From an optimization exercise on the open Yosys and OpenROAD flow, aimed at small area; shortcuts taken in it are not production practice. RTL that was checked went through simulation tests only; none was proved equivalent to the original. Function not checked in run 2: the RTL went through the layout flow alone. No activity file was given, so power comes from the tool's default toggle rates.

File: flow/design.v
module uSADD (
    input wire iClk,
    input wire iRstN,
    input wire iA,
    input wire iB,
    output reg oC
);
    reg acc0;
    always@(posedge iClk or negedge iRstN) begin
        if(~iRstN) begin
            acc0 <= 1'b0;
            oC <= 1'b0;
        end else begin
            acc0 <= acc0 ^ iA ^ iB;
            oC <= (acc0 & iA) | (acc0 & iB) | (iA & iB);
        end
    end
endmodule
module uSSUB (
    input wire iClk,
    input wire iRstN,
    input wire iBiZero,
    input wire iA,
    input wire iB,
    output reg oAdd,
    output reg oSub
);
    reg acc0;
    wire sub0 = acc0 ^ iBiZero;
    wire iBn = ~iB;
    always@(posedge iClk or negedge iRstN) begin
        if(~iRstN) begin
            acc0 <= 1'b0;
            oAdd <= 1'b0;
            oSub <= 1'b0;
        end else begin
            acc0 <= acc0 ^ iA ^ iB;
            oAdd <= (acc0 & iA) | (acc0 & iB) | (iA & iB);
            oSub <= (sub0 & iA) | (sub0 & iBn) | (iA & iBn);
        end
    end
endmodule
module uMUL_bi (
    input wire iClk,
    input wire iRstN,
    input wire iClr,
    input wire iA,
    input wire [8:0] iT,
    input wire [7:0] iwReal,
    input wire [7:0] iwImg,
    output wire oMultReal,
    output wire oMultImg
);
    reg [8:0] nBot;
    wire [8:0] n = iA ? nBot : (iT - nBot);
    wire [7:0] g = n[7:0] ^ n[8:1];
    wire [7:0] seq = {g[0], g[1], g[2], g[3], g[4], g[5], g[6], g[7]};
    always@(posedge iClk or negedge iRstN) begin
        if(~iRstN) begin
            nBot <= 9'd0;
        end else begin
            if(iClr) begin
                nBot <= 9'd0;
            end else begin
                nBot <= nBot + {8'd0, iA};
            end
        end
    end
    assign oMultReal = ~(iA ^ (iwReal > seq));
    assign oMultImg = ~(iA ^ (iwImg > seq));
endmodule
module uButterfly (
    input wire iClk,
    input wire iRstN,
    input wire iClr,
    input wire iBiZero,
    input wire [8:0] iT,
    input wire iReal0,
    input wire iImg0,
    input wire iReal1,
    input wire iImg1,
    input wire [7:0] iwReal,
    input wire [7:0] iwImg,
    output wire oReal0,
    output wire oImg0,
    output wire oReal1,
    output wire oImg1
);
    wire eq_Real1_x_wReal;
    wire eq_Real1_x_wImg;
    wire eq_Img1_x_wReal;
    wire eq_Img1_x_wImg;
    wire scalerReal0;
    wire scalerImg0;
    wire real_eq;
    wire img_eq;
    uMUL_bi u_uMUL_bi_Real1 (
        .iClk(iClk),
        .iRstN(iRstN),
        .iClr(iClr),
        .iA(iReal1),
        .iT(iT),
        .iwReal(iwReal),
        .iwImg(iwImg),
        .oMultReal(eq_Real1_x_wReal),
        .oMultImg(eq_Real1_x_wImg)
    );
    uMUL_bi u_uMUL_bi_Img1 (
        .iClk(iClk),
        .iRstN(iRstN),
        .iClr(iClr),
        .iA(iImg1),
        .iT(iT),
        .iwReal(iwReal),
        .iwImg(iwImg),
        .oMultReal(eq_Img1_x_wReal),
        .oMultImg(eq_Img1_x_wImg)
    );
    uSSUB u_uSSUB_realeq (
        .iClk(iClk),
        .iRstN(iRstN),
        .iBiZero(iBiZero),
        .iA(eq_Real1_x_wReal),
        .iB(eq_Img1_x_wImg),
        .oAdd(),
        .oSub(real_eq)
    );
    uSADD u_uSADD_imgeq (
        .iClk(iClk),
        .iRstN(iRstN),
        .iA(eq_Real1_x_wImg),
        .iB(eq_Img1_x_wReal),
        .oC(img_eq)
    );
    uSADD u_uSADD_scalerReal (
        .iClk(iClk),
        .iRstN(iRstN),
        .iA(iReal0),
        .iB(iBiZero),
        .oC(scalerReal0)
    );
    uSADD u_uSADD_scalerImg (
        .iClk(iClk),
        .iRstN(iRstN),
        .iA(iImg0),
        .iB(iBiZero),
        .oC(scalerImg0)
    );
    uSSUB u_uSSUB_oReal (
        .iClk(iClk),
        .iRstN(iRstN),
        .iBiZero(iBiZero),
        .iA(scalerReal0),
        .iB(real_eq),
        .oAdd(oReal0),
        .oSub(oReal1)
    );
    uSSUB u_uSSUB_oImg (
        .iClk(iClk),
        .iRstN(iRstN),
        .iBiZero(iBiZero),
        .iA(scalerImg0),
        .iB(img_eq),
        .oAdd(oImg0),
        .oSub(oImg1)
    );
endmodule
module uSFFT #(
    parameter BITWIDTH = 8,
    parameter BINPUT = 2
) (
    input wire iClk,
    input wire iRstN,
    input wire loadW,
    input wire iClr,
    input wire iAReal0,
    input wire iAImg0,
    input wire iAReal1,
    input wire iAImg1,
    input wire iBReal0,
    input wire iBImg0,
    input wire iBReal1,
    input wire iBImg1,
    input wire [BITWIDTH-1:0] iwReal,
    input wire [BITWIDTH-1:0] iwImg,
    output wire oCReal0,
    output wire oCImg0,
    output wire oCReal1,
    output wire oCImg1,
    output wire oDReal0,
    output wire oDImg0,
    output wire oDReal1,
    output wire oDImg1
);
    reg [7:0] wReal;
    reg [7:0] wImg;
    reg biZero;
    reg [8:0] cycT;  
    always@(posedge iClk or negedge iRstN) begin
        if(~iRstN) begin
            wReal <= 8'd0;
            wImg <= 8'd0;
        end else begin
            if(loadW) begin
                wReal <= iwReal;
                wImg <= iwImg;
            end
        end
    end
    always@(posedge iClk or negedge iRstN) begin
        if(~iRstN) begin
            biZero <= 1'b0;
        end else begin
            biZero <= ~biZero;
        end
    end
    always@(posedge iClk or negedge iRstN) begin
        if(~iRstN) begin
            cycT <= 9'd0;
        end else begin
            if(iClr) begin
                cycT <= 9'd0;
            end else begin
                cycT <= cycT + 9'd1;
            end
        end
    end
    wire mid1_Real0;
    wire mid1_Img0;
    wire mid1_Real1;
    wire mid1_Img1;
    wire mid2_Real0;
    wire mid2_Img0;
    wire mid2_Real1;
    wire mid2_Img1;
    uButterfly u_uButterfly_in1 (
        .iClk(iClk), .iRstN(iRstN), .iClr(iClr), .iBiZero(biZero), .iT(cycT),
        .iReal0(iAReal0), .iImg0(iAImg0), .iReal1(iAReal1), .iImg1(iAImg1),
        .iwReal(wReal), .iwImg(wImg),
        .oReal0(mid1_Real0), .oImg0(mid1_Img0), .oReal1(mid1_Real1), .oImg1(mid1_Img1)
    );
    uButterfly u_uButterfly_in2 (
        .iClk(iClk), .iRstN(iRstN), .iClr(iClr), .iBiZero(biZero), .iT(cycT),
        .iReal0(iBReal0), .iImg0(iBImg0), .iReal1(iBReal1), .iImg1(iBImg1),
        .iwReal(wReal), .iwImg(wImg),
        .oReal0(mid2_Real0), .oImg0(mid2_Img0), .oReal1(mid2_Real1), .oImg1(mid2_Img1)
    );
    uButterfly u_uButterfly_out13 (
        .iClk(iClk), .iRstN(iRstN), .iClr(iClr), .iBiZero(biZero), .iT(cycT),
        .iReal0(mid1_Real0), .iImg0(mid1_Img0), .iReal1(mid2_Real0), .iImg1(mid2_Img0),
        .iwReal(wReal), .iwImg(wImg),
        .oReal0(oCReal0), .oImg0(oCImg0), .oReal1(oCReal1), .oImg1(oCImg1)
    );
    uButterfly u_uButterfly_out24 (
        .iClk(iClk), .iRstN(iRstN), .iClr(iClr), .iBiZero(biZero), .iT(cycT),
        .iReal0(mid1_Real1), .iImg0(mid1_Img1), .iReal1(mid2_Real1), .iImg1(mid2_Img1),
        .iwReal(wReal), .iwImg(wImg),
        .oReal0(oDReal0), .oImg0(oDImg0), .oReal1(oDReal1), .oImg1(oDImg1)
    );
endmodule
File: flow/run.sh
#!/bin/bash
# synth_recipe.tcl (not shown) runs the flow's synth.tcl, then flattens the netlist and writes it again
# the make line also repeats each setting of config.mk as NAME=value (left out here)
make -C /OpenROAD-flow-scripts/flow DESIGN_CONFIG=/design/flow/config.mk WORK_HOME=/design/flow/orfs CLKGATE_MAP_FILE= SYNTH_SCRIPT=/design/flow/synth_recipe.tcl finish
File: flow/config.mk
export PLATFORM = sky130hd
export DESIGN_NAME = uSFFT
export DESIGN_NICKNAME = uSFFT
export VERILOG_FILES = /design/flow/design.v
export SDC_FILE = /design/flow/constraint.sdc
export NUM_CORES = 4
export LEC_CHECK = 0
export CAP_MARGIN = 20
export CORE_MARGIN = 2
export CORE_UTILIZATION = 40
export SLEW_MARGIN = 20
File: flow/constraint.sdc
create_clock -name core_clock -period 4.0 [get_ports {iClk}]
set_input_delay 0.8000 -clock core_clock [delete_from_list [all_inputs] [get_ports {iClk}]]
set_output_delay 0.8000 -clock core_clock [all_outputs]
set_load 0.01 [all_outputs]
==> results.ini, run 1 <==
[logic_synthesis]
synthArstFlopShare_pct = 100.0
yosys_register_bits = 154
synth_nets = 1808
yosys.area.top_type = dfrtp_1
synth_flop_cell = dfrtp_1
synth-edff-count = 0
synth_top_cell_area_share_pct = 27.35
synth_area_leaders = dfrtp_1 (27%), ha_1 (19%), xnor2_1 (7.6%), xor2_1 (5.2%), o21ai_0 (4.4%)
synth_cell_type_count = 53
ys_warn_count = 4
yosys-top-cells-count = ha_1 (209), dfrtp_1 (154), o21ai_0 (125)
netlist_area_sq_um = 14090
yosysMostFrequentCell = ha_1
synth_cells = 1543
avgSynthCellArea_sq_um = 9.131
seq_area_frac_synth_pct = 27.35

[routing]
viasPerCell = 5.391
dr.pass1.iters = 6
drt_iter0_drc = 587
wl_per_cell_microns = 17.36
drcViolationCount = 0
vias = 11650
final_antenna_net_count = 0
finalWirelength_mm = 37.51

[clock_tree]
insertion_delay_ns = 0.45
cts_sinks = 154
holdBufCountCts = 0
cts_tree = built
cts-root-buf = clkbuf_16
htree_levels = 4
cts_made_buffers = 17
clk_pin_slew_worst_paths_ns = 0.07
cts_buffer_depth = 2

[sta]
period_share_pct = 103.3
clock.fmax_mhz = 242.1
rsz0062_at_grt = true
fin_skew_ns = 0.01180
worst_slack_ns = -0.1311
hold_violations = 0
fin_crit_ns = 4.131
slew_headroom_pct = 33.26
tightest_slew_ns = 0.9980
drv_slew = 0
report.final.setup_viol = 3
setup_tns_ns = -0.1868

[power_and_ir_drop]
p_clk_share_pct = 18.5
p_comb_share_pct = 57.9
p_per_area_nw_per_um2 = 562.7
p_sw_mw = 3.850
power_mw = 9.701
pwr-share-seq_pct = 23.7
p_leak_nw = 7.483
p_int_mw = 5.852
ir_drop_mv = 0.4115
p_sw_share_pct = 39.68

[place]
placed_area_sq_um = 15830
port_buffers = 35
hpwl_mm = 26.95
dp_cells = 2110
gp_congestion = 0.8685

[flow_run]
cap_violations = 0

[cells_and_area]
post-route-util_pct = 49.79
drive_gt1_share_pct = 17.94
fin_cells = 2161
area_growth_pct = 22.37
fin_area_sq_um = 17240
fin_nets = 1958
n_fill_cell = 3157
diodes = 0

[grt]
grt_antenna_before_repair = 0
grt_use_total_pct = 21.08
grt_pass1_vias = 11560
grt_overflow = 0
grt_first_pass_wirelength_mm = 59.65
grt_max_degree = 87

[floorplan]
die_h_microns = 191.7
die_w_microns = 191.7
die_area_sq_um = 36740
start_util_pct = 40.69
rows = 68
ioPinCount = 36
core-area_sq_um = 34630

[status]
status = finished with violations
so_faults = negative setup slack

[setup_path]
path_class = reg -> reg
start_kind = flop
reg2reg_slack_ns = -0.13
cp-end-kind = flop
cp.required_ns = 4.35
r2r_start = cycT[0]
cp_max_fo = 4
reg2regPathDepth = 21
r2r-end = u_uButterfly_in2.u_uSADD_imgeq.acc0
arrival_ns = 4.48

[min_path]
hold_path_class = in -> async

worst max-delay path, cell delays in order (launching register included):
cell	delay, ns
dfrtp_1	0.39
inv_2	0.12
buf_6	0.12
ha_4	0.13
fa_2	0.22
nor2b_4	0.05
o2111ai_4	0.23
a31oi_4	0.12
or3_4	0.36
o211a_1	0.15
o31ai_2	0.20
xor2_1	0.25
ha_2	0.22
nor2b_1	0.05
o21a_1	0.16
o21a_1	0.16
o21a_1	0.16
o21ai_1	0.11
a21oi_1	0.08
xor2_1	0.17
fa_2	0.53
inv_1	0.03
layer usage:
| metal | wire, microns | GRT usage (%) | vias to the layer above |
|---|---|---|---|
| li1 | - | - | 5748 |
| met2 | 17420 | 35.06 | 229 |
| met4 | 1457 | 8.846 | 0 |
| met5 | 0 | 0 | - |
| met1 | 17020 | 26.94 | 5598 |
| met3 | 1614 | 3.673 | 76 |
flip-flops by register name, summed over array words and instances (netlist names), 8 cells and up:
register                                 count
u_uButterfly_out24.u_uMUL_bi_Real1.nBot      9
u_uButterfly_in1.u_uMUL_bi_Img1.nBot         9
cycT                                         9
u_uButterfly_in1.u_uMUL_bi_Real1.nBot        9
u_uButterfly_in2.u_uMUL_bi_Img1.nBot         9
u_uButterfly_out13.u_uMUL_bi_Real1.nBot      9
u_uButterfly_in2.u_uMUL_bi_Real1.nBot        9
wReal                                        8
u_uButterfly_out24.u_uMUL_bi_Img1.nBot       9
wImg                                         8
u_uButterfly_out13.u_uMUL_bi_Img1.nBot       9
metrics by stage:
step                      hold WS (ns)  worst slack (ns)
after floorplan                 0.4546          0.005716
after global placement          0.5086           -0.1768
after detailed placement        0.5104           -0.2562
after CTS                       0.3995           -0.1249
after global routing            0.4232           -0.3240
final                           0.3703           -0.1311
kinds of logic after synthesis:
| group | count (synthesis) | share of synthesized area [%] |
|---|---|---|
| compound gates | 349 | 15.28 |
| flops | 154 | 27.35 |
| mux | 20 | 1.545 |
| xor+xnor | 211 | 13.51 |
| fa+ha+maj | 249 | 23.39 |
| buf+inv | 138 | 3.676 |
| simple gates | 422 | 15.25 |
repair_timing:
item | CTS | global route
buffers inserted | 10 | 10
pin swaps | 41 | 54
gates cloned | 0 | 0
setup endpoints to repair | 16 | 16
resized for setup | 69 | 83
worst max path at each step:
stage	startpoint	end	slack, ns
floorplan	cycT[1]	u_uButterfly_in2.u_uSADD_imgeq.acc0	0.006
global placement	cycT[0]	u_uButterfly_out24.u_uSADD_imgeq.acc0	-0.18
detailed placement	cycT[0]	u_uButterfly_out24.u_uSADD_imgeq.acc0	-0.26
CTS	cycT[1]	u_uButterfly_in2.u_uSADD_imgeq.acc0	-0.12
global route	cycT[0]	u_uButterfly_in2.u_uSADD_imgeq.acc0	-0.32
finish	cycT[0]	u_uButterfly_in2.u_uSADD_imgeq.acc0	-0.13
cell type report:
type	instances	area (sq um)	share of cell area (%)
Clock buffer	19	442.9	2.569
Timing Repair Buffer	177	1503	8.716
Multi-Input combinational cell	1251	10330	59.91
Inverter	92	349.1	2.025
Sequential cell	154	3857	22.37
Clock inverter	13	191.4	1.110
Tap cell	455	569.3	3.302
cells in the final DEF (no fill, tap or decap), types with 24 or more instances in the layout:
cell / instances
buf_4: 132
o21a_1: 25
nand3_1: 31
dfrtp_1: 151
a21o_1: 38
nand4_1: 40
xnor2_1: 116
nand2b_1: 24
inv_1: 87
nand2_1: 73
o21ai_0: 92
or3_1: 24
clkdlybuf4s50_1: 33
nor2_1: 105
nor2b_1: 67
a21oi_1: 78
xor2_1: 77
ha_1: 197
power groups by stage:
| stage | sequential (mW) | combinational, mW | clock, mW |
|---|---|---|---|
| 2_1_floorplan | 2.23 | 3.73 | 0 |
| 3_3_place_gp | 2.31 | 4.88 | 0 |
| 3_5_place_dp | 2.31 | 5.07 | 0 |
| 4_1_cts | 2.29 | 5.30 | 1.83 |
| 5_1_grt | 2.34 | 6.35 | 1.90 |
| 6_report | 2.30 | 5.61 | 1.79 |
==> run 2: changes to the inputs <==
--- a/flow/design.v
+++ b/flow/design.v
@@ -52,9 +52,13 @@
     output wire oMultImg
 );
     reg [8:0] nBot;
-    wire [8:0] n = iA ? nBot : (iT - nBot);
+    wire [8:0] nTop;
+    wire [9:0] cSub;  
+    wire [9:0] cBot;  
+    assign cSub[0] = 1'b1;
+    assign cBot[0] = iA;
+    wire [8:0] n = iA ? nBot : nTop;
     wire [7:0] g = n[7:0] ^ n[8:1];
-    wire [7:0] seq = {g[0], g[1], g[2], g[3], g[4], g[5], g[6], g[7]};
     always@(posedge iClk or negedge iRstN) begin
         if(~iRstN) begin
             nBot <= 9'd0;
@@ -62,12 +66,28 @@
             if(iClr) begin
                 nBot <= 9'd0;
             end else begin
-                nBot <= nBot + {8'd0, iA};
+                nBot <= nBot ^ cBot[8:0];
             end
         end
     end
-    assign oMultReal = ~(iA ^ (iwReal > seq));
-    assign oMultImg = ~(iA ^ (iwImg > seq));
+    wire [8:0] cR;
+    wire [8:0] cI;
+    assign cR[8] = 1'b0;
+    assign cI[8] = 1'b0;
+    genvar i;
+    generate
+        for (i = 0; i < 8; i = i + 1) begin : g_cmp
+            assign cR[i] = (iwReal[7-i] & ~g[i]) | (cR[i+1] & (iwReal[7-i] | ~g[i]));
+            assign cI[i] = (iwImg[7-i] & ~g[i]) | (cI[i+1] & (iwImg[7-i] | ~g[i]));
+            assign cBot[i+1] = cBot[i] & nBot[i];
+        end
+        for (i = 0; i < 9; i = i + 1) begin : g_sub
+            assign nTop[i] = iT[i] ^ ~nBot[i] ^ cSub[i];
+            assign cSub[i+1] = (iT[i] & ~nBot[i]) | (cSub[i] & (iT[i] | ~nBot[i]));
+        end
+    endgenerate
+    assign oMultReal = ~(iA ^ cR[0]);
+    assign oMultImg = ~(iA ^ cI[0]);
 endmodule
 module uButterfly (
     input wire iClk,
==> run 2 against run 1 <==
- the layout still fails its checks (negative setup slack)
- hold slack worse by 0.011 ns
- critical path type unchanged
- worst setup slack got worse by 1.8 ns
- global-route usage is 0.96 points lower
- critical endpoint is now u_uButterfly_out24.u_uSADD_imgeq.acc0
- wire length is 22% lower
- clock skew fell by 0.0017 ns
- die area shrank 17%
==> results.ini, run 2 <==
[sta]
report.final.setup_viol = 16  ; +13
fin_skew_ns = 0.01007  ; -0.001726 ns
hold_violations = 0  ; unchanged
drv_slew = 0  ; unchanged
clock.fmax_mhz = 168.4  ; -30%
worst_slack_ns = -1.939  ; -1.807 ns
period_share_pct = 148.5  ; +45 points
slew_headroom_pct = 28.77  ; -4.5 points
rsz0062_at_grt = true
fin_crit_ns = 5.939  ; +1.807 ns
tightest_slew_ns = 1.065  ; +0.06711 ns

[cells_and_area]
area_growth_pct = 27.86
mostFrequentLayoutCell = buf_4
multiInputGateArea_sq_um = 7831  ; -24%
post-route-util_pct = 51.96  ; +2.2 points
fin_nets = 1488  ; -24%
fin_area_sq_um = 14950  ; -13%
seq_area_sq_um = 3854  ; about the same
n_fill_cell = 2578  ; -18%
diodes = 0  ; unchanged
drive_gt1_share_pct = 28.93  ; +11 points
layout_common_cells = buf_4 (165), dfrtp_1 (154), nor2_1 (79)

[grt]
grt_antenna_before_repair = 0  ; unchanged
grt_overflow = 0  ; unchanged
grt_use_total_pct = 20.12  ; -0.96 points
grt_first_pass_wirelength_mm = 47.34  ; -21%
grt_max_degree = 71  ; -18%
grt_pass1_vias = 8938  ; -23%

[setup_path]
crit_path_start = cycT[0]
cp.depth = 24  ; +14%
reg2regPathDepth = 24  ; +14%
cp-end-kind = flop
crit_top_cell = fa_2
r2r_start = cycT[0]
crit_family = adder cells
cp.buffers_inverters = 5  ; +2
path_class = reg -> reg
cp.required_ns = 4.35  ; about the same
critPathMaxStageDelay_ns = 0.55  ; +0.02 ns
arrival_ns = 6.29  ; +1.81 ns
critPathCapture = u_uButterfly_out24.u_uSADD_imgeq.acc0
worstPathCellList = inv_4, buf_6, ha_4, fa_2, inv_2, fa_2, fa_2, fa_2, fa_2, fa_2, inv_2, fa_2, xnor3_2, o211ai_2, and3_4, o211ai_1, a31oi_1, maj3_2, maj3_2, maj3_2, a2bb2oi_4, xnor2_2, fa_2, inv_2
reg2reg_slack_ns = -1.94  ; -1.81 ns
start_kind = flop
cp_max_fo = 5  ; +1
r2r-end = u_uButterfly_out24.u_uSADD_imgeq.acc0
cpMaxStageDelayCell = fa_2

[place]
gp_congestion = 0.8403  ; -3.2%
placed_area_sq_um = 13720  ; -13%
port_buffers = 35  ; unchanged
hpwl_mm = 21.15  ; -22%

[logic_synthesis]
synth_cell_type_count = 65  ; +23%
seq_area_frac_synth_pct = 32.95  ; +5.6 points
synth-edff-count = 0  ; unchanged
synth_area_leaders = dfrtp_1 (33%), fa_1 (13%), ha_1 (7.8%), xnor2_1 (6.4%), xor2_1 (5.7%)
synthArstFlopShare_pct = 100.0  ; unchanged
yosys.area.top_type = dfrtp_1
netlist_area_sq_um = 11700  ; -17%
synth_nets = 1308  ; -28%
yosysMostFrequentCell = dfrtp_1
synth_cells = 1131  ; -27%
avgSynthCellArea_sq_um = 10.34  ; +13%
yosys-top-cells-count = dfrtp_1 (154), inv_1 (93), xnor2_1 (85)
synth_top_cell_area_share_pct = 32.95  ; +5.6 points
synth_flop_cell = dfrtp_1
yosys_register_bits = 154  ; unchanged
ys_warn_count = 4  ; unchanged

[power_and_ir_drop]
p_int_mw = 5.420  ; -7.4%
p_sw_mw = 3.458  ; -10%
p_sw_share_pct = 38.95  ; -0.74 points
pwr-share-seq_pct = 26.0  ; +2.3 points
ir_drop_mv = 0.3778  ; -8.2%
power_mw = 8.878  ; -8.5%
p_per_area_nw_per_um2 = 593.7  ; +5.5%
p_leak_nw = 6.863  ; -8.3%
p_comb_share_pct = 55.0  ; -2.9 points
p_clk_share_pct = 19.0  ; +0.5 points

[min_path]
hold_path_class = in -> async

[clock_tree]
cts_made_buffers = 17  ; unchanged
cts_buffer_depth = 2  ; unchanged
cts_sinks = 154  ; unchanged
cts-root-buf = clkbuf_16
htree_levels = 4  ; unchanged
clk_pin_slew_worst_paths_ns = 0.07  ; about the same
insertion_delay_ns = 0.44  ; about the same
cts_tree = built

[status]
so_faults = negative setup slack
status = finished with violations

[floorplan]
rows = 62  ; -8.8%
die_w_microns = 175  ; -8.7%
core-area_sq_um = 28780  ; -17%
die_h_microns = 175  ; -8.7%
die_area_sq_um = 30630  ; -17%
ioPinCount = 36  ; unchanged
start_util_pct = 40.64  ; -0.049 points

[routing]
final_antenna_net_count = 0  ; unchanged
wl_per_cell_microns = 17.12  ; -1.4%
dr.pass1.iters = 9  ; +3
vias = 8657  ; -26%
viasPerCell = 5.069  ; -6.0%
finalWirelength_mm = 29.24  ; -22%
drcViolationCount = 0  ; unchanged
drt_iter0_drc = 543  ; -7.5%

[flow_run]
cap_violations = 0  ; unchanged

==> run 2: cell types whose count changed after synthesis, sizes merged, moves of 24 or more <==
cell	change
o21ai	-88
nand3	-28
a21oi	-38
o21a	-24
xnor2	-38
nand4	-37
nor2	-26
ha	-136
fa	+48
a21o	-36
==> run 2: power groups by stage <==
stage | Combinational (mW) | Clock, mW | Sequential [mW]
finish | 4.89 | 1.68 | 2.31
CTS | 4.73 | 1.72 | 2.31
global route | 5.44 | 1.79 | 2.36
global placement | 4.27 | 0 | 2.32
floorplan | 3.16 | 0 | 2.19
detailed placement | 4.40 | 0 | 2.33
==> run 2: area by class of cell <==
| class | count | share of cell area [%] |
|---|---|---|
| multi-input combinational | 830 | 52.37 |
| sequential | 154 | 25.77 |
| timing repair buffer | 215 | 12.26 |
| tap | 384 | 3.213 |
| clock buffer | 17 | 2.845 |
| inverter | 93 | 2.376 |
| clock inverter | 15 | 1.171 |
==> run 2: per-stage QoR <==
stage	instances	setup TNS (ns)	hold slack, ns	worst slack (ns)
floorplan	1131	-24.78	0.4960	-1.730
global placement	1653	-30.65	0.5052	-2.048
detailed placement	1653	-32.04	0.5076	-2.121
CTS	1703	-27.51	0.3804	-1.952
global route	1708	-30.76	0.4150	-2.139
finish	1708	-27.47	0.3592	-1.939
==> run 2: worst min-delay path by stage <==
| stage | start | end | slack, ns | depth (start not counted) |
|---|---|---|---|---|
| after global placement | u_uButterfly_in1.u_uSADD_scalerImg.acc0 | u_uButterfly_in1.u_uSADD_scalerImg.oC | 0.51 | 1 |
| after floorplan | iRstN | biZero | 0.50 | 0 |
| after CTS | iRstN | u_uButterfly_out24.u_uMUL_bi_Real1.nBot[5] | 0.38 | 1 |
| final | iRstN | u_uButterfly_out24.u_uMUL_bi_Real1.nBot[5] | 0.36 | 1 |
| after global routing | iRstN | u_uButterfly_out24.u_uMUL_bi_Real1.nBot[5] | 0.41 | 1 |
| after detailed placement | u_uButterfly_in2.u_uSADD_scalerReal.acc0 | u_uButterfly_in2.u_uSADD_scalerReal.oC | 0.51 | 1 |
==> run 2: cell families (layout without fill, tap and decap cells) <==
family          Yosys count  in the layout  share of synthesized area (%)
fa+ha+maj               183            183                          23.76
xor+xnor                173            173                          14.37
flops                   154            154                          32.95
buf+inv                 147            340                          4.750
compound gates          184            184                          10.68
simple gates            263            263                          11.06
mux                      27             27                          2.439
==> run 2: worst reg2reg max path, delay by kind of cell (launching register included) <==
family / cells / cell delay [ns]
fa+ha+maj: 12 / 4.02
simple gates: 1 / 0.17
xor+xnor: 2 / 0.41
compound gates: 4 / 0.50
buf+inv: 5 / 0.36
flops: 1 / 0.41
==> run 2: metal layers <==
| layer | vias up | share of wire [%] | global-route usage, % |
|---|---|---|---|
| li1 | 4189 | - | - |
| met1 | 4223 | 44 | 26.64 |
| met2 | 184 | 49 | 33.51 |
| met3 | 61 | 4.3 | 3.329 |
| met4 | 0 | 2.8 | 6.875 |
| met5 | - | 0 | 0 |
==> run 2: timing repair <==
action                                  CTS  global route
pin swaps                                79            47
setup buffers                            19             8
resized for setup                        91            31
endpoints found under the setup margin   16            16
hold buffers                              0             0
hold endpoints to repair                  0             0
==> run 3: changes to the inputs <==
--- a/flow/design.v
+++ b/flow/design.v
@@ -52,24 +52,10 @@
     output wire oMultImg
 );
     reg [8:0] nBot;
-    wire [8:0] nTop;
-    wire [9:0] cSub;  
-    wire [9:0] cBot;  
-    assign cSub[0] = 1'b1;
-    assign cBot[0] = iA;
+    reg [8:0] nTop;
     wire [8:0] n = iA ? nBot : nTop;
+    wire [8:0] nInc = n + 9'd1;
     wire [7:0] g = n[7:0] ^ n[8:1];
-    always@(posedge iClk or negedge iRstN) begin
-        if(~iRstN) begin
-            nBot <= 9'd0;
-        end else begin
-            if(iClr) begin
-                nBot <= 9'd0;
-            end else begin
-                nBot <= nBot ^ cBot[8:0];
-            end
-        end
-    end
     wire [8:0] cR;
     wire [8:0] cI;
     assign cR[8] = 1'b0;
@@ -79,13 +65,25 @@
         for (i = 0; i < 8; i = i + 1) begin : g_cmp
             assign cR[i] = (iwReal[7-i] & ~g[i]) | (cR[i+1] & (iwReal[7-i] | ~g[i]));
             assign cI[i] = (iwImg[7-i] & ~g[i]) | (cI[i+1] & (iwImg[7-i] | ~g[i]));
-            assign cBot[i+1] = cBot[i] & nBot[i];
-        end
-        for (i = 0; i < 9; i = i + 1) begin : g_sub
-            assign nTop[i] = iT[i] ^ ~nBot[i] ^ cSub[i];
-            assign cSub[i+1] = (iT[i] & ~nBot[i]) | (cSub[i] & (iT[i] | ~nBot[i]));
         end
     endgenerate
+    always@(posedge iClk or negedge iRstN) begin
+        if(~iRstN) begin
+            nBot <= 9'd0;
+            nTop <= 9'd0;
+        end else begin
+            if(iClr) begin
+                nBot <= 9'd0;
+                nTop <= 9'd0;
+            end else begin
+                if(iA) begin
+                    nBot <= nInc;
+                end else begin
+                    nTop <= nInc;
+                end
+            end
+        end
+    end
     assign oMultReal = ~(iA ^ cR[0]);
     assign oMultImg = ~(iA ^ cI[0]);
 endmodule
--- a/flow/config.mk
+++ b/flow/config.mk
@@ -8,4 +8,7 @@
 export CAP_MARGIN = 20
 export CORE_MARGIN = 2
 export CORE_UTILIZATION = 40
+export CTS_BUF_LIST = sky130_fd_sc_hd__clkbuf_8
+export CTS_CLUSTER_DIAMETER = 60
+export CTS_CLUSTER_SIZE = 20
 export SLEW_MARGIN = 20
==> run 3 against run 2 <==
- the run now finishes clean
- count of clock-buffer cells in the layout is 10 higher
- register-to-register slack better by 2.4 ns
- largest power group is now sequential cells
- clock skew is 0.013 ns higher
- critical endpoint is now u_uButterfly_out13.u_uSADD_imgeq.acc0
- wire length is 0.57% lower
- via count is 4.4% higher
- critical path type unchanged
- first-iteration DRC count is 3.5% higher
- highest routed layer unchanged
==> results.ini, run 3 <==
[status]
status = timing/DRC/antenna clean

[logic_synthesis]
synth_area_leaders = dfrtp_1 (43%), xor2_1 (7.1%), mux2_2 (5.7%), ha_1 (5.5%), nor2_1 (5.0%)
synth_top_family_by_area = simple AND/OR/NAND/NOR gates
synth_cells = 1264  ; +12%
yosys_register_bits = 217  ; +41%
avgSynthCellArea_sq_um = 10.10  ; -2.4%
synth_cell_type_count = 59  ; -9.2%
synth-edff-count = 0  ; unchanged
seq_area_frac_synth_pct = 42.55  ; +9.6 points
synthArstFlopShare_pct = 100.0  ; unchanged
synth_compound_area_share_pct = 8.226  ; -2.4 points
yosys.area.top_type = dfrtp_1
yosys-top-cells-count = dfrtp_1 (217), nor2_1 (171), xor2_1 (103)
netlist_area_sq_um = 12760  ; +9.1%
synth_flop_cell = dfrtp_1
muxShareOfSynthArea_pct = 7.854  ; +5.4 points
synth_nets = 1368  ; +4.6%
yosysMostFrequentCell = dfrtp_1
synth_fa_ha_area_share_pct = 11.78  ; -12 points
synth_top_cell_area_share_pct = 42.55  ; +9.6 points
ys_warn_count = 4  ; unchanged
synth_simple_gate_area_share_pct = 13.37  ; +2.3 points
synth_xor_xnor_area_share_pct = 11.78  ; -2.6 points

[sta]
fin_crit_ns = 3.495  ; -2.444 ns
drv_slew = 0  ; unchanged
period_share_pct = 87.37  ; -61 points
hold_violations = 0  ; unchanged
report.final.setup_viol = 0  ; -16
clock.fmax_mhz = 286.2  ; +70%
tightest_slew_ns = 1.066  ; +0.0006633 ns
setup_tns_ns = 0  ; +27.47 ns
fin_skew_ns = 0.02299  ; +0.01292 ns
slew_headroom_pct = 28.72  ; -0.044 points
rsz0062_at_grt = false

[routing]
drcViolationCount = 0  ; unchanged
viasPerCell = 5.278  ; +4.1%
finalWirelength_mm = 29.07  ; -0.57%
wl_per_cell_microns = 16.97  ; -0.86%
dr.pass1.iters = 5  ; -4
vias = 9042  ; +4.4%
final_antenna_net_count = 0  ; unchanged
drt_iter0_drc = 562  ; +3.5%

[cells_and_area]
diodes = 0  ; unchanged
n_fill_cell = 2948  ; +14%
multiInputGateArea_sq_um = 6764  ; -14%
seq_area_sq_um = 5430  ; +41%
mostFrequentLayoutCell = dfrtp_1
layout_common_cells = dfrtp_1 (217), nor2_1 (171), xor2_1 (103)
fin_nets = 1398  ; -6.0%
drive_gt1_share_pct = 11.06  ; -18 points
area_growth_pct = 10.97

[setup_path]
start_kind = flop
path_class = reg -> reg
cp-end-kind = flop
cp_max_fo = 10  ; +5
critPathMaxStageDelay_ns = 0.58  ; +0.03 ns
arrival_ns = 3.97  ; -2.32 ns
crit_top_cell = maj3_1
cpMaxStageDelayCell = dfrtp_1
worstPathCellList = mux2_2, ha_1, nor2b_1, maj3_1, o311a_1, o31ai_1, maj3_1, xnor2_1, fa_1, inv_1
cp.required_ns = 4.47  ; +0.12 ns

[grt]
grt_use_total_pct = 18.12  ; -2.0 points
met1_usage_pct = 25.57  ; -1.1 points
grt_max_degree = 97  ; +37%
grt_antenna_before_repair = 0  ; unchanged
busiest_layer = met2
grtUsageMet3_pct = 2.654  ; -0.67 points
grtUsageMet2_pct = 28.85  ; -4.7 points
grt_first_pass_wirelength_mm = 48.94  ; +3.4%
grt_pass1_vias = 9381  ; +5.0%
grt_overflow = 0  ; unchanged

[min_path]
hold_path_class = in -> async

[clock_tree]
cts_buffer_depth = 3  ; +1
htree_levels = 1  ; -3
cts-root-buf = clkbuf_8
post-cts-setup-buffers = 0  ; -19
cts_made_buffers = 24  ; +7
cts.repair.resized = 0  ; -100%
insertion_delay_ns = 0.57  ; +0.13 ns
cts_tree = built
holdBufCountCts = 0  ; unchanged
clk_pin_slew_worst_paths_ns = 0.11  ; +0.04 ns
cts_sinks = 217  ; +41%

[power_and_ir_drop]
power_mw = 6.888  ; -22%
ir_drop_mv = 0.2776  ; -27%
p_per_area_nw_per_um2 = 486.4  ; -18%
p_leak_nw = 6.405  ; -6.7%

[place]
port_buffers = 35  ; unchanged
hpwl_mm = 20.11  ; -4.9%
gp_congestion = 0.9055  ; +7.8%

[floorplan]
start_util_pct = 40.54  ; -0.095 points
die_w_microns = 182.6  ; +4.3%
die_h_microns = 182.6  ; +4.3%
core-area_sq_um = 31470  ; +9.4%
rows = 65  ; +4.8%
die_area_sq_um = 33350  ; +8.9%
ioPinCount = 36  ; unchanged

[flow_run]
cap_violations = 0  ; unchanged

-- run 3: cell type report --
cell class / count / area share (%)
Clock buffer: 27 / 2.624
Timing Repair Buffer: 63 / 4.329
Clock inverter: 16 / 1.396
Sequential cell: 217 / 38.35
Inverter: 75 / 1.988
Multi-Input combinational cell: 913 / 47.76
Tap cell: 402 / 3.552
-- run 3: power breakdown --
part | switching (mW) | internal [mW]
sequential | 0.380 | 2.60
combinational | 1.16 | 1.04
clock | 0.946 | 0.750
-- run 3: path summary, 6_finish.rpt --
path                                                          from                                      end  slack (ns)  cells after the start
min reg2reg                u_uButterfly_in2.u_uMUL_bi_Img1.nBot[1]  u_uButterfly_in2.u_uMUL_bi_Img1.nBot[1]        0.52                      2
min                                                          iRstN      u_uButterfly_in2.u_uSSUB_oReal.acc0        0.26                      1
max in group asynchronous                                    iRstN  u_uButterfly_in2.u_uMUL_bi_Img1.nTop[3]        2.95                      2
max                            u_uButterfly_in2.u_uSSUB_oReal.oAdd    u_uButterfly_out13.u_uSADD_imgeq.acc0        0.51                     10
max reg2reg                    u_uButterfly_in2.u_uSSUB_oReal.oAdd    u_uButterfly_out13.u_uSADD_imgeq.acc0        0.51                     10
min in group core_clock    u_uButterfly_in2.u_uMUL_bi_Img1.nBot[1]  u_uButterfly_in2.u_uMUL_bi_Img1.nBot[1]        0.52                      2
-- run 3: kinds of logic after synthesis --
group,after synthesis
buffers and inverters,134
adders and majority gates,116
xor gates and xnor gates,170
AOI/OAI and AO/OA,160
muxes,92
and+or+nand+nor,375
DFF,217
-- run 3: worst max-delay path: cells and delay by family (launching register included) --
family,cells,cell delay [ns]
mux,1,0.40
flops,1,0.58
fa+ha+maj,4,1.50
buf+inv,1,0.04
simple gates,1,0.15
xor+xnor,1,0.11
compound gates,2,0.64
-- run 3: per-layer routing --
layer  up-vias  wire (microns)
met5         -               0
met4         0             903
met3        71            1602
met2       250           13040
met1      4392           13530
li1       4329               -
-- run 3: per-stage QoR --
stage	instances	cell area [sq um]	setup WS (ns)	utilization, %	hold slack [ns]
3_5_place_dp	1670	13590	0.02208	43.18	0.5055
5_1_grt	1713	14160	0.3240	44.99	0.2927
6_report	1713	14160	0.5054	44.99	0.2561
3_3_place_gp	1670	13590	0.05937	43.18	0.4979
2_1_floorplan	1264	12760	0.2847	-	0.4804
4_1_cts	1713	14160	0.4877	44.99	0.2634
==> run 4: changes to the inputs <==
--- a/flow/config.mk
+++ b/flow/config.mk
@@ -8,7 +8,4 @@
 export CAP_MARGIN = 20
 export CORE_MARGIN = 2
 export CORE_UTILIZATION = 40
-export CTS_BUF_LIST = sky130_fd_sc_hd__clkbuf_8
-export CTS_CLUSTER_DIAMETER = 60
-export CTS_CLUSTER_SIZE = 20
 export SLEW_MARGIN = 20
==> run 4 against run 3 <==
- worst setup slack got worse by 0.032 ns
- synthesized area stayed put
- clock skew down 0.014 ns
- flip-flop and latch count unchanged
- combinational power about the same
- hold slack improved by 0.051 ns
- count of clock-buffer cells in the layout increased by 10
- die area unchanged
- cell area increased by 1.4%
- clock power increased by 28%
==> results.ini, run 4 <==
[sta]
period_share_pct = 88.17  ; +0.81 points
fin_crit_ns = 3.527  ; +0.03224 ns
report.final.setup_viol = 0  ; unchanged
setup_tns_ns = 0  ; unchanged
tightest_slew_ns = 1.026  ; -0.04005 ns
drv_slew = 0  ; unchanged
worst_slack_ns = 0.4731  ; -0.03224 ns
slew_headroom_pct = 31.40  ; +2.7 points
rsz0062_at_grt = false
hold_violations = 0  ; unchanged
fin_skew_ns = 0.009023  ; -0.01397 ns
clock.fmax_mhz = 283.5  ; -0.91%

[setup_path]
cp-end-kind = flop
r2r_start = u_uButterfly_in2.u_uSSUB_oReal.oAdd
reg2regPathDepth = 10  ; unchanged
cp_max_fo = 10  ; unchanged
path_class = reg -> reg
start_kind = flop
cp.required_ns = 4.42  ; -0.05 ns
r2r-end = u_uButterfly_out13.u_uSADD_imgeq.acc0
reg2reg_slack_ns = 0.47  ; -0.03 ns
arrival_ns = 3.95  ; -0.02 ns
crit_path_start = u_uButterfly_in2.u_uSSUB_oReal.oAdd

[routing]
dr.pass1.iters = 5  ; unchanged
wl_per_cell_microns = 17.02  ; +0.29%
vias = 9052  ; +0.11%
final_antenna_net_count = 0  ; unchanged
drt_iter0_drc = 555  ; -1.2%
viasPerCell = 5.284  ; +0.11%
finalWirelength_mm = 29.15  ; +0.29%
drcViolationCount = 0  ; unchanged

[floorplan]
ioPinCount = 36  ; unchanged
core-area_sq_um = 31470  ; unchanged
start_util_pct = 40.54  ; unchanged
rows = 65  ; unchanged
die_area_sq_um = 33350  ; unchanged
die_w_microns = 182.6  ; unchanged
die_h_microns = 182.6  ; unchanged

[clock_tree]
insertion_delay_ns = 0.53  ; -0.04 ns
cts-root-buf = clkbuf_16
cts.repair.resized = 0  ; unchanged
cts_buffer_depth = 3  ; unchanged
cts_tree = built
cts_made_buffers = 25  ; +4.2%
cts_sinks = 217  ; unchanged
holdBufCountCts = 0  ; unchanged
post-cts-setup-buffers = 0  ; unchanged
clk_pin_slew_worst_paths_ns = 0.06  ; -0.05 ns
htree_levels = 1  ; unchanged

[cells_and_area]
mostFrequentLayoutCell = dfrtp_1
drive_gt1_share_pct = 10.60  ; -0.46 points
post-route-util_pct = 45.63  ; +0.64 points
diodes = 0  ; unchanged
fin_nets = 1399  ; +0.072%
fin_area_sq_um = 14360  ; +1.4%
area_growth_pct = 12.54
layout_common_cells = dfrtp_1 (217), nor2_1 (171), xor2_1 (103)

[logic_synthesis]
synthArstFlopShare_pct = 100.0  ; unchanged
synth_cell_type_count = 59  ; unchanged
avgSynthCellArea_sq_um = 10.10  ; unchanged
synth-edff-count = 0  ; unchanged
synth_area_leaders = dfrtp_1 (43%), xor2_1 (7.1%), mux2_2 (5.7%), ha_1 (5.5%), nor2_1 (5.0%)
yosys_register_bits = 217  ; unchanged
synth_flop_cell = dfrtp_1
netlist_area_sq_um = 12760  ; unchanged
synth_top_cell_area_share_pct = 42.55  ; unchanged
yosys-top-cells-count = dfrtp_1 (217), nor2_1 (171), xor2_1 (103)
yosys.area.top_type = dfrtp_1
ys_warn_count = 4  ; unchanged
synth_nets = 1368  ; unchanged
yosysMostFrequentCell = dfrtp_1
synth_cells = 1264  ; unchanged
seq_area_frac_synth_pct = 42.55  ; unchanged

[grt]
grt_antenna_before_repair = 0  ; unchanged
grt_overflow = 0  ; unchanged
grt_first_pass_wirelength_mm = 48.85  ; -0.20%
grt_use_total_pct = 18.09  ; -0.030 points
grt_max_degree = 97  ; unchanged
grt_pass1_vias = 9364  ; -0.18%

[power_and_ir_drop]
p_leak_nw = 6.503  ; +1.5%
p_per_area_nw_per_um2 = 512.6  ; +5.4%
ir_drop_mv = 0.3767  ; +36%

[flow_run]
cap_violations = 0  ; unchanged

[place]
place_ws_ns = 0.02208  ; unchanged
gp_congestion = 0.9055  ; unchanged
placed_area_sq_um = 13590  ; unchanged
hpwl_mm = 20.11  ; unchanged
port_buffers = 35  ; unchanged

[min_path]
hold_path_class = in -> async

[status]
status = timing/DRC/antenna clean

==> run 4: cell types whose count changed in the layout (fill, tap and decap cells not counted), sizes merged <==
cell	before	now
clkinv	12	5
inv	75	74
bufinv	1	0
clkbuf	27	37
clkinvlp	3	2
==> run 4: metal layers <==
metal	share of wire [%]	GRT usage, %
met5	0	0
met4	3.1	5.935
met3	4.9	2.554
met2	45	28.78
met1	47	25.48
==> run 4: worst max path at each step <==
stage / to / slack, ns
2_1_floorplan: u_uButterfly_in2.u_uSADD_imgeq.acc0 / 0.28
3_3_place_gp: u_uButterfly_in2.u_uSSUB_realeq.oSub / 0.06
3_5_place_dp: u_uButterfly_in1.u_uSADD_imgeq.acc0 / 0.02
4_1_cts: u_uButterfly_out13.u_uSADD_imgeq.acc0 / 0.47
5_1_grt: u_uButterfly_out13.u_uSADD_imgeq.acc0 / 0.30
6_report: u_uButterfly_out13.u_uSADD_imgeq.acc0 / 0.47
==> run 4: cell type report <==
type | instances | area [sq um]
clock buffer | 37 | 730.7
clock inverter | 6 | 38.79
fill | 2910 | 17110
inverter | 75 | 281.5
multi-input combinational | 913 | 6764
sequential | 217 | 5430
tap | 402 | 503.0
timing repair buffer | 63 | 613.1
==> run 4: through the flow <==
| stage | hold WS [ns] | power (mW) | instances |
|---|---|---|---|
| after floorplan | 0.4804 | 4.545 | 1264 |
| after global placement | 0.4979 | 5.182 | 1670 |
| after detailed placement | 0.5055 | 5.251 | 1670 |
| after CTS | 0.3356 | 7.451 | 1713 |
| after global routing | 0.3673 | 7.856 | 1713 |
| final | 0.3067 | 7.361 | 1713 |
==> run 4: worst max-delay path, stage by stage (launching register included) <==
cell and delay [ns]:
dfrtp_1 0.57, mux2_2 0.40, ha_1 0.34, nor2b_1 0.15, maj3_1 0.36, o311a_1 0.37, o31ai_1 0.28, maj3_1 0.26
xnor2_1 0.11, fa_1 0.54, inv_1 0.04
==> run 4: cell families after synthesis <==
family | Yosys count | share of synthesized area [%]
simple gates | 375 | 13.37
mux | 92 | 7.854
flops | 217 | 42.55
compound gates | 160 | 8.226
buf+inv | 134 | 4.442
fa+ha+maj | 116 | 11.78
xor+xnor | 170 | 11.78
==> run 4: where the power goes <==
part	internal [mW]	leakage, nW	switching [mW]
Sequential	2.61	2.85	0.378
Clock	1.26	0.375	0.914
Combinational	1.04	3.28	1.16
==> run 5: changes to the inputs <==
--- a/flow/config.mk
+++ b/flow/config.mk
@@ -8,4 +8,7 @@
 export CAP_MARGIN = 20
 export CORE_MARGIN = 2
 export CORE_UTILIZATION = 40
+export CTS_BUF_LIST = sky130_fd_sc_hd__clkbuf_16
+export CTS_CLUSTER_DIAMETER = 100
+export CTS_CLUSTER_SIZE = 30
 export SLEW_MARGIN = 20
==> run 5 against run 4 <==
- maximum frequency down 0.91%
- total power decreased by 10%
- wire length down 1.3%
- sequential power about the same
- synthesized area stayed put
- highest routed layer unchanged
- via count down 1.5%
- critical path depth stayed put
- global-route usage shrank 0.17 points
==> results.ini, run 5 <==
[cells_and_area]
diodes = 0  ; unchanged
fin_nets = 1386  ; -0.93%
n_fill_cell = 2948  ; +1.3%
layout_common_cells = dfrtp_1 (217), nor2_1 (171), xor2_1 (103)
post-route-util_pct = 44.41  ; -1.2 points
mostFrequentLayoutCell = dfrtp_1
area_growth_pct = 9.540
drive_gt1_share_pct = 9.253  ; -1.3 points

[setup_path]
r2r_start = u_uButterfly_in2.u_uSSUB_oReal.oAdd
cp-end-kind = flop
cp.required_ns = 4.38  ; -0.04 ns
reg2regPathDepth = 10  ; unchanged
start_kind = input pin
path_class = in -> reg
arrival_ns = 3.94  ; about the same
r2r-end = u_uButterfly_out13.u_uSADD_imgeq.acc0
crit_path_start = iBImg1
cp_max_fo = 28  ; +18
reg2reg_slack_ns = 0.47  ; about the same
critPathCapture = u_uButterfly_in2.u_uSSUB_realeq.oSub

[clock_tree]
cts_sinks = 217  ; unchanged
htree_levels = 1  ; unchanged
insertion_delay_ns = 0.50  ; -0.03 ns
holdBufCountCts = 0  ; unchanged
cts-root-buf = clkbuf_16
post-cts-setup-buffers = 0  ; unchanged
cts_tree = built
clk_pin_slew_worst_paths_ns = 0.11  ; +0.05 ns
cts_buffer_depth = 3  ; unchanged
cts_made_buffers = 12  ; -52%
cts.repair.resized = 0  ; unchanged

[grt]
grt_antenna_before_repair = 0  ; unchanged
grt_overflow = 0  ; unchanged
grt_max_degree = 97  ; unchanged
grt_pass1_vias = 9270  ; -1.0%
grt_use_total_pct = 17.92  ; -0.17 points
grt_first_pass_wirelength_mm = 48.40  ; -0.90%

[sta]
rsz0062_at_grt = false
drv_slew = 0  ; unchanged
tightest_slew_ns = 1.025  ; -0.0005938 ns
report.final.setup_viol = 0  ; unchanged
hold_violations = 0  ; unchanged
fin_crit_ns = 3.559  ; +0.03249 ns
setup_tns_ns = 0  ; unchanged
slew_headroom_pct = 31.44  ; +0.040 points
fin_skew_ns = 0.02821  ; +0.01919 ns
worst_slack_ns = 0.4406  ; -0.03249 ns
period_share_pct = 88.98  ; +0.81 points
clock.fmax_mhz = 281.0  ; -0.91%

[routing]
vias = 8919  ; -1.5%
drcViolationCount = 0  ; unchanged
dr.pass1.iters = 5  ; unchanged
viasPerCell = 5.284  ; about the same
wl_per_cell_microns = 17.04  ; +0.15%
final_antenna_net_count = 0  ; unchanged
finalWirelength_mm = 28.77  ; -1.3%
drt_iter0_drc = 535  ; -3.6%

[logic_synthesis]
synth_top_cell_area_share_pct = 42.55  ; unchanged
yosys_register_bits = 217  ; unchanged
synth_simple_gate_area_share_pct = 13.37  ; unchanged
synth_area_leaders = dfrtp_1 (43%), xor2_1 (7.1%), mux2_2 (5.7%), ha_1 (5.5%), nor2_1 (5.0%)
yosysMostFrequentCell = dfrtp_1
synth_nets = 1368  ; unchanged
netlist_area_sq_um = 12760  ; unchanged
synth_xor_xnor_area_share_pct = 11.78  ; unchanged
synth-edff-count = 0  ; unchanged
seq_area_frac_synth_pct = 42.55  ; unchanged
synth_fa_ha_area_share_pct = 11.78  ; unchanged
synth_cell_type_count = 59  ; unchanged
ys_warn_count = 4  ; unchanged
muxShareOfSynthArea_pct = 7.854  ; unchanged
synth_top_family_by_area = simple AND/OR/NAND/NOR gates
avgSynthCellArea_sq_um = 10.10  ; unchanged
synth_cells = 1264  ; unchanged
synthArstFlopShare_pct = 100.0  ; unchanged
yosys.area.top_type = dfrtp_1
synth_flop_cell = dfrtp_1
yosys-top-cells-count = dfrtp_1 (217), nor2_1 (171), xor2_1 (103)
synth_compound_area_share_pct = 8.226  ; unchanged

[place]
hpwl_mm = 20.11  ; unchanged
place_ws_ns = 0.02208  ; unchanged
gp_congestion = 0.9055  ; unchanged
port_buffers = 35  ; unchanged

[floorplan]
die_h_microns = 182.6  ; unchanged
die_w_microns = 182.6  ; unchanged
start_util_pct = 40.54  ; unchanged
ioPinCount = 36  ; unchanged
rows = 65  ; unchanged
die_area_sq_um = 33350  ; unchanged
core-area_sq_um = 31470  ; unchanged

[flow_run]
cap_violations = 0  ; unchanged

[power_and_ir_drop]
p_leak_nw = 6.316  ; -2.9%
ir_drop_mv = 0.2599  ; -31%
p_per_area_nw_per_um2 = 472.8  ; -7.8%
power_mw = 6.608  ; -10%

[status]
status = timing/DRC/antenna clean

[min_path]
hold_path_class = in -> async

## run 5: area by class of cell
class,instances,area [sq um],area share (%)
multi-input cells,913,6764,48.39
flip-flops and latches,217,5430,38.85
repair buffers,63,613.1,4.386
well taps,402,503.0,3.598
clock buffers,13,325.3,2.327
inverters,75,281.5,2.014
clock inverters,5,61.31,0.4386
## run 5: worst min-delay path by stage
stage                                                    startpoint                                    endpoint  slack [ns]  depth (start not counted)
after floorplan             u_uButterfly_in1.u_uMUL_bi_Img1.nBot[1]     u_uButterfly_in1.u_uMUL_bi_Img1.nBot[1]        0.48                          2
after global placement    u_uButterfly_out13.u_uMUL_bi_Img1.nBot[1]   u_uButterfly_out13.u_uMUL_bi_Img1.nBot[1]        0.50                          2
after detailed placement    u_uButterfly_in2.u_uMUL_bi_Img1.nBot[1]     u_uButterfly_in2.u_uMUL_bi_Img1.nBot[1]        0.51                          2
after CTS                                                     iRstN  u_uButterfly_out13.u_uMUL_bi_Real1.nBot[1]        0.37                          1
after global routing                                          iRstN  u_uButterfly_out13.u_uMUL_bi_Real1.nBot[1]        0.38                          1
final                                                         iRstN  u_uButterfly_out13.u_uMUL_bi_Real1.nTop[2]        0.34                          1
## run 5: worst max-delay path, cell delays in order
cell and delay, ns:
clkdlybuf4s50_1 0.50, buf_12 0.19, mux2_2 0.37, ha_1 0.41, nor2b_1 0.17, o21ai_0 0.27, a21oi_1 0.12, a2111oi_0 0.48
nand3b_1 0.22, maj3_1 0.42
## run 5: logic make-up after synthesis
| group | after synthesis |
|---|---|
| buffers and inverters | 134 |
| and+or+nand+nor | 375 |
| DFF | 217 |
| xor gates and xnor gates | 170 |
| adders and majority gates | 116 |
| AOI/OAI and AO/OA | 160 |
| muxes | 92 |
## run 5: metrics by stage
| stage | cells | cell area, sq um | hold slack [ns] |
|---|---|---|---|
| after floorplan | 1264 | 12760 | 0.4804 |
| after global placement | 1670 | 13590 | 0.4979 |
| after detailed placement | 1670 | 13590 | 0.5055 |
| after CTS | 1688 | 13980 | 0.3671 |
| after global routing | 1688 | 13980 | 0.3830 |
| final | 1688 | 13980 | 0.3357 |
## run 5: layer usage
layer	vias to the layer above	global-route usage, %	part of all wire (%)
met3	61	2.175	4.8
met1	4353	25.53	47
li1	4292	-	-
met2	213	28.65	45
met4	0	5.387	2.8
met5	-	0	0
## run 5: power by group
| group | internal, mW | switching [mW] |
|---|---|---|
| clock | 0.624 | 0.802 |
| combinational | 1.04 | 1.16 |
| sequential | 2.60 | 0.376 |
| total | 4.27 | 2.34 |
==> run 6: changes to the inputs <==
==> flow/flow/run.sh (new file) <==
#!/bin/bash
# Own layout flow: the standard flow (standard.sh) with two changes.
#  - Synthesis maps the logic with an area-oriented ABC script (area.abc)
#    instead of ORFS's delay-oriented one, and without ORFS's pre-mapping
#    of full/half adders, so ABC sees all of the logic.
#  - The ports are buffered with the smallest buffer, buf_1.
# Everything else (the synthesis passes, register names, floorplan, power
# grid, placement, CTS, routing) is the standard flow.
set -euo pipefail
W=$(pwd)
F=$W/flow

# The standard flow's synthesis script, with its abc call given our script
{
  head -n 1 synth_recipe.tcl
  cat <<TCL
proc abc {args} {
  set i [lsearch \$args -script]
  if {\$i >= 0} {
    set args [lreplace \$args \$i [expr {\$i + 1}] -script $F/area.abc]
  }
  yosys abc {*}\$args
}
TCL
  tail -n +2 synth_recipe.tcl
} > own_synth.tcl

sed -e "s#SYNTH_SCRIPT=[^ ]*#SYNTH_SCRIPT=$W/own_synth.tcl ADDER_MAP_FILE= 'BUFFER_PORTS_ARGS=-buffer_cell sky130_fd_sc_hd__buf_1'#" \
  standard.sh > own_standard.sh

bash own_standard.sh > own_flow.log 2>&1
==> flow/flow/area.abc (new file) <==
&get -n
&st
&dch
&nf -a
&put
==> flow/standard.sh (new file) <==
#!/bin/bash
# synth_recipe.tcl (not shown) runs the flow's synth.tcl, then flattens the netlist and writes it again
# the make line also repeats each setting of config.mk as NAME=value (left out here)
make -C /OpenROAD-flow-scripts/flow DESIGN_CONFIG=/design/flow/config.mk WORK_HOME=/design/flow/orfs CLKGATE_MAP_FILE= SYNTH_SCRIPT=/design/flow/synth_recipe.tcl "${@:-finish}"
--- a/flow/config.mk
+++ b/flow/config.mk
@@ -8,7 +8,7 @@
 export CAP_MARGIN = 20
 export CORE_MARGIN = 2
 export CORE_UTILIZATION = 40
-export CTS_BUF_LIST = sky130_fd_sc_hd__clkbuf_16
-export CTS_CLUSTER_DIAMETER = 100
-export CTS_CLUSTER_SIZE = 30
+export CTS_BUF_LIST = sky130_fd_sc_hd__clkbuf_8
+export CTS_CLUSTER_DIAMETER = 60
+export CTS_CLUSTER_SIZE = 20
 export SLEW_MARGIN = 20
removed: flow/run.sh
==> run 6 against run 5 <==
- clock skew grew 0.0011 ns
- maximum frequency grew 5.3%
- synthesized cell count shrank 5.4%
- cell area shrank 6.8%
- count of clock-buffer cells in the layout grew 11
- via count grew 0.22%
- final cell count shrank 0.41%
- die area shrank 8.4%
- utilization grew 0.99 points
- critical endpoint is now u_uButterfly_out13.u_uSSUB_realeq.acc0
==> results.ini, run 6 <==
[power_and_ir_drop]
p_per_area_nw_per_um2 = 516.1  ; +9.2%
power_mw = 6.725  ; +1.8%
p_leak_nw = 5.485  ; -13%
ir_drop_mv = 0.3327  ; +28%

[logic_synthesis]
netlist_area_sq_um = 11670  ; -8.6%
synth_cell_type_count = 40  ; -32%
ys_warn_count = 4  ; unchanged
synth-edff-count = 0  ; unchanged
yosys.area.top_type = dfrtp_1
yosys-top-cells-count = dfrtp_1 (217), nand2_1 (208), o21ai_0 (160)
synth_area_leaders = dfrtp_1 (47%), xnor2_1 (7.4%), o21ai_0 (6.9%), nand2_1 (6.7%), mux2i_1 (6.0%)
avgSynthCellArea_sq_um = 9.754  ; -3.4%
yosysMostFrequentCell = dfrtp_1
synth_nets = 1224  ; -11%
synth_flop_cell = dfrtp_1
yosys_register_bits = 217  ; unchanged
synth_cells = 1196  ; -5.4%
synthArstFlopShare_pct = 100.0  ; unchanged
synth_top_cell_area_share_pct = 46.55  ; +4.0 points
seq_area_frac_synth_pct = 46.55  ; +4.0 points

[clock_tree]
post-cts-setup-buffers = 0  ; unchanged
cts-root-buf = clkbuf_8
cts_made_buffers = 23  ; +11
htree_levels = 1  ; unchanged
clk_pin_slew_worst_paths_ns = 0.10  ; about the same
insertion_delay_ns = 0.57  ; +0.07 ns
cts.repair.resized = 0  ; unchanged
holdBufCountCts = 0  ; unchanged
cts_tree = built
cts_buffer_depth = 3  ; unchanged
cts_sinks = 217  ; unchanged

[floorplan]
ioPinCount = 36  ; unchanged
start_util_pct = 40.65  ; +0.10 points
die_w_microns = 174.8  ; -4.3%
core-area_sq_um = 28700  ; -8.8%
die_h_microns = 174.8  ; -4.3%
die_area_sq_um = 30550  ; -8.4%
rows = 62  ; -4.6%

[grt]
grt_use_total_pct = 17.63  ; -0.29 points
grtUsageMet3_pct = 2.415  ; +0.24 points
grt_pass1_vias = 8602  ; -7.2%
grtUsageMet2_pct = 27.82  ; -0.84 points
met1_usage_pct = 25.52  ; about the same
busiest_layer = met2
grt_first_pass_wirelength_mm = 44.35  ; -8.4%
grt_max_degree = 63  ; -35%
grt_antenna_before_repair = 1  ; +1
grt_overflow = 0  ; unchanged

[sta]
hold_violations = 0  ; unchanged
report.final.setup_viol = 0  ; unchanged
tightest_slew_ns = 1.051  ; +0.02541 ns
clock.fmax_mhz = 296.0  ; +5.3%
fin_crit_ns = 3.379  ; -0.1807 ns
drv_slew = 0  ; unchanged
worst_slack_ns = 0.6214  ; +0.1807 ns
period_share_pct = 84.47  ; -4.5 points
rsz0062_at_grt = false
fin_skew_ns = 0.02936  ; +0.001149 ns
setup_tns_ns = 0  ; unchanged
slew_headroom_pct = 29.96  ; -1.5 points

[flow_run]
cap_violations = 0  ; unchanged

[place]
gp_congestion = 0.7944  ; -12%
port_buffers = 35  ; unchanged
placed_area_sq_um = 12510  ; -7.9%
place_ws_ns = 0.3486  ; +0.3266 ns
dp_cells = 1639  ; -1.9%
hpwl_mm = 17.33  ; -14%

[setup_path]
start_kind = flop
arrival_ns = 3.82  ; -0.12 ns
cp.required_ns = 4.44  ; +0.06 ns
cp-end-kind = flop
path_class = reg -> reg
cp_max_fo = 15  ; -46%

[cells_and_area]
layout_common_cells = dfrtp_1 (217), nand2_1 (208), o21ai_0 (160)
seq_area_sq_um = 5430  ; unchanged
multiInputGateArea_sq_um = 6202  ; -8.3%
fin_cells = 1681  ; -0.41%
drive_gt1_share_pct = 5.166  ; -4.1 points
diodes = 0  ; unchanged
fin_area_sq_um = 13030  ; -6.8%
n_fill_cell = 2773  ; -5.9%
mostFrequentLayoutCell = dfrtp_1
fin_nets = 1308  ; -5.6%
area_growth_pct = 11.70

[routing]
finalWirelength_mm = 26.36  ; -8.4%
drcViolationCount = 0  ; unchanged
wl_per_cell_microns = 15.68  ; -8.0%
drt_iter0_drc = 643  ; +20%
vias = 8939  ; +0.22%
final_antenna_net_count = 0  ; unchanged
dr.pass1.iters = 5  ; unchanged
viasPerCell = 5.318  ; +0.64%

[status]
status = timing/DRC/antenna clean

[min_path]
hold_path_class = in -> async

-- run 6: cell types whose count changed in the layout (fill, tap and decap cells not counted), moves of 56 or more --
cell,before,now
inv_1,68,1
mux2_2,65,0
o21ai_0,44,160
ha_1,56,0
nand2_1,76,208
nor2_1,171,88
xor2_1,103,30
-- run 6: final timing paths --
path	startpoint	endpoint	slack (ns)	cells past startpoint
max	u_uButterfly_in2.u_uSSUB_oImg.oAdd	u_uButterfly_out13.u_uSSUB_realeq.acc0	0.62	9
min	iRstN	u_uButterfly_out24.u_uMUL_bi_Img1.nTop[4]	0.36	1
max reg2reg	u_uButterfly_in2.u_uSSUB_oImg.oAdd	u_uButterfly_out13.u_uSSUB_realeq.acc0	0.62	9
min reg2reg	u_uButterfly_in2.u_uMUL_bi_Real1.nTop[0]	u_uButterfly_in2.u_uMUL_bi_Real1.nTop[0]	0.48	2
max in group asynchronous	iRstN	u_uButterfly_in2.u_uMUL_bi_Img1.nBot[7]	2.82	2
min in group core_clock	iwImg[2]	wImg[2]	0.42	2
-- run 6: worst max-delay path, stage by stage, from the launching register on --
cell	delay [ns]
dfrtp_1	0.76
mux2i_1	0.52
xnor2_1	0.25
a22oi_1	0.14
o21ai_0	0.21
o221ai_1	0.13
a311o_1	0.39
a31oi_1	0.20
xor2_1	0.37
xnor3_1	0.27
-- run 6: metal layers --
metal | vias up | wire length (microns) | share of wire (%)
met3 | 45 | 1304 | 4.9
met2 | 188 | 11750 | 45
met4 | 2 | 537 | 2.0
li1 | 4423 | - | -
met1 | 4281 | 12760 | 48
met5 | - | 13 | 0.049
-- run 6: logic make-up (layout without fill, tap and decap cells) --
| logic type | count (synthesis) | count (layout) | synth area share [%] |
|---|---|---|---|
| buffers and inverters | 9 | 110 | 0.2896 |
| and+or+nand+nor | 430 | 430 | 16.50 |
| DFF | 217 | 217 | 46.55 |
| adders and majority gates | 33 | 33 | 2.831 |
| AOI/OAI and AO/OA | 282 | 282 | 14.80 |
| muxes | 89 | 89 | 7.840 |
| xor gates and xnor gates | 136 | 136 | 11.20 |
-- run 6: final cells by class --
class                           instances  share of cell area, %
Timing Repair Buffer                   59                  2.813
Multi-Input combinational cell        970                  47.60
Sequential cell                       217                  41.67
Clock buffer                           24                  2.535
Inverter                                9                 0.2592
Tap cell                              384                  3.687
Clock inverter                         18                  1.440
-- run 6: power by group --
group          leakage, nW  internal (mW)  switching, mW
Clock                0.262          0.689          0.925
Combinational         2.39           1.05           1.02
Sequential            2.83           2.59          0.451
Total                 5.49           4.33           2.40
-- run 6: stage by stage --
step | hold WS, ns | utilization [%]
6_report | 0.3612 | 45.40
4_1_cts | 0.3593 | 45.40
3_5_place_dp | 0.4597 | 43.60
2_1_floorplan | 0.4385 | -
5_1_grt | 0.4018 | 45.40
3_3_place_gp | 0.4538 | 43.60

## separate check: timing with driven ports
The flow's constraints put no driver on any port. The routed layouts listed below were extracted and timed again, unchanged, in two steps.
Step 1 assumes that a clkbuf_16 drives the clock port and a buf_2 every other input.
Step 2 times the ports against the registers' clock, not the clock port: input delays grow and output delays shrink by t, the midpoint of the rising clock arrivals with the driver on.
a / b / c = ideal ports / drivers / drivers and shift; a / b = the first two.
| run | t, ns | slack for setup (ns) | worst setup path after step 2 |
|---|---|---|---|
| run 1 | 0.489 | -0.131 / -0.131 / -0.131 | register to register |
| run 2 | 0.488 | -1.939 / -1.939 / -1.939 | register to register |
| run 3 | 0.605 | 0.505 / 0.505 / -0.015 | input to register |
| run 4 | 0.579 | 0.473 / 0.473 / -0.029 | input to register |
| run 5 | 0.540 | 0.441 / 0.468 / -0.070 | input to register |
| run 6 | 0.605 | 0.621 / 0.621 / 0.320 | input to register |
With both steps, setup timing fails in run 3, run 4 and run 5, where it was met with ideal ports. The setup slack of run 3, which loses most, moves by 0.000 ns with the drivers and by -0.520 ns with both steps.
